Background: an optimization exercise with open tools, aiming at small area. Do not read the settings as production practice.
RTL that was checked went through simulation tests only; none was proved equivalent to the original.
No activity file was given, so power comes from the tool's default toggle rates.

== the previous run ==
==> flow/design.v (excerpt) <==
module tot6502(
	input  clk,
	input  enable,
	input  [7:0]dati,
	output [7:0]dato,
	output [15:0]addr,
	output rw,
	input  rst_n,
	input  irq_n,
	input  nmi_n,
	input  rdy
);
Size in the first run: ~98 flip-flops, ~39 I/O pins, about 8700 sq um of cells after synthesis.
==> flow/config.mk <==
export PLATFORM = sky130hd
export DESIGN_NAME = tot6502
export DESIGN_NICKNAME = tot6502
export VERILOG_FILES = /design/flow/design.v
export SDC_FILE = /design/flow/constraint.sdc
export NUM_CORES = 4
export LEC_CHECK = 0
export ABC_AREA = 1
export CAP_MARGIN = 20
export CORE_MARGIN = 2
export CORE_UTILIZATION = 60
export SLEW_MARGIN = 20
==> flow/constraint.sdc <==
create_clock -name core_clock -period 8.5 [get_ports {clk}]
set_input_delay 1.7000 -clock core_clock [delete_from_list [all_inputs] [get_ports {clk}]]
set_output_delay 1.7000 -clock core_clock [all_outputs]
set_load 0.01 [all_outputs]
standard.sh (not shown) runs the stock make flow with config.mk's settings and CLKGATE_MAP_FILE= SYNTH_SCRIPT=/design/flow/synth_recipe.tcl, a recipe that flattens the netlist after the stock synthesis.
==> flow/flow/run.sh <==
#!/bin/bash
export BUFFER_PORTS_ARGS="-buffer_cell sky130_fd_sc_hd__buf_1"
export CTS_ARGS="-sink_clustering_enable -repair_clock_nets -dont_use_dummy_load -buf_list sky130_fd_sc_hd__clkbuf_8"
bash standard.sh > standard_sh.log 2>&1
The inputs of the current run differ from those of the previous run as listed below.
--- a/flow/design.v
+++ b/flow/design.v
@@ -43,15 +43,14 @@
 	wire t0 = tctr == 0;
 	wire t1 = tctr == 1;
 	wire t2 = tctr == 2;
 	wire t3 = tctr == 3;
 	wire t4 = tctr == 4;
 	wire t5 = tctr == 5;
 	wire t6 = tctr == 6;
-	wire t7 = tctr == 7;
 	wire c0 = ic == 0;
 	wire ia45 = ia[2:1] == 2;
 	wire zy = ic[1] & ia45;
 	wire m_indx = ib == 0 & ic[0];
 	wire m_imm  = (ib == 0 & !ic[0] & (ic[1] | ia[2])) | (ib == 2 & ic[0]);
 	wire m_zpg  = ib == 1;
 	wire m_abs  = ib == 3 & !(c0 & ia == 3);
@@ -96,19 +95,21 @@
 	wire exec =
 	(m_zpg & t2) |
 	((m_abs | m_zpgx | m_zpgy) & t3) |
 	(m_absxy & (pb ? t4 : t3)) |
 	(m_indx & t5) |
 	(m_indy & (pb ? t5 : t4));
 	wire op_rdy = exec | (m_imm & t1);
-	wire k3 = m_abs | m_zpgx;
-	wire k5 = m_indx | m_indy;
-	wire ldm_wre = (m_zpg & t2) | (k3 & t3) | (m_absxy & t4) | (k5 & t5);
-	wire ldm_dle = (m_zpg & t3) | (k3 & t4) | (m_absxy & t5) | (k5 & t6);
-	wire ldm_end = (m_zpg & t4) | (k3 & t5) | (m_absxy & t6) | (k5 & t7);
+	wire [2:0]ldm_k =
+	m_zpg ? 3'd2 :
+	m_absxy ? 3'd4 :
+	(m_indx | m_indy) ? 3'd5 : 3'd3;
+	wire ldm_wre = tctr == ldm_k;
+	wire ldm_dle = tctr == ldm_k + 3'd1;
+	wire ldm_end = tctr == ldm_k + 3'd2;
 	wire [8:0]aadd;
 	wire bra_pb = aadd[8] ^ dl[7];
 	wire st_long = ia == 4 & (ic[0] | ib == 7) & (m_indy | m_absxy);
 	wire op_end =
 	(ldm_act & ldm_end) |
 	(i_bra & ((t1 & !bra) | (t2 & !bra_pb) | t3)) |
 	(st_long & (m_indy ? t5 : t4)) |
@@ -360,10 +361,11 @@
 			fz <= dati[1];
 		end
 		if(op_end)
 		begin
 			tctr <= 0;
 		end
 			else
+		if(tctr != 7)
 			tctr <= tctr + 1;
 	end
 endmodule
## What came out
The final layout from the current run, which completed every stage, passed the timing, DRC and antenna checks at the end of the flow. Looking at the current run and the previous run, the overall die width is a wash. The current run vs the previous run, instance count: the current run lower. The current run vs the previous run on arrival time of data at the critical path endpoint: the current run is the lower one. On clock power, the previous run beats the current run. The current run vs the previous run — fraction of met3 tracks used by global routing dropped 4.9 points. Against the previous run, overall routed net length in the current run fell by a little under 10%. On cell leakage power, the current run does worse than the previous run. Die area of the current run is on par with the previous run.
The RTL of the current run was laid out without a check of its function.

## static timing again, ports no longer ideal
The results above use ideal ports. As a check the final layouts listed here were re-extracted and re-timed, cells and wires unchanged. Step 1 sets driving cells, clkbuf_16 on the clock port and buf_2 on the other inputs (assumed; they add their load-dependent delay and slew). Step 2 times the ports against the registers' clock, not the clock port: input delays grow and output delays shrink by t, the midpoint of the rising clock arrivals with the driver on. a / b / c = ideal / step 1 / step 2; a / b = the first two.
| run | shift t [ns] | setup WS [ns] | hold slack, ns | latest minus earliest clock arrival (ns) | worst data-port slew with drivers (ns) |
|---|---|---|---|---|---|
| the previous run | 0.426 | 0.415 / 0.415 / 0.415 | 0.429 / 0.429 / 0.429 | 0.044 / 0.045 | 0.03 |
| the current run | 0.430 | 0.491 / 0.491 / 0.491 | 0.464 / 0.464 / 0.464 | 0.042 / 0.041 | 0.03 |
After both steps setup and hold are still met in every run listed.
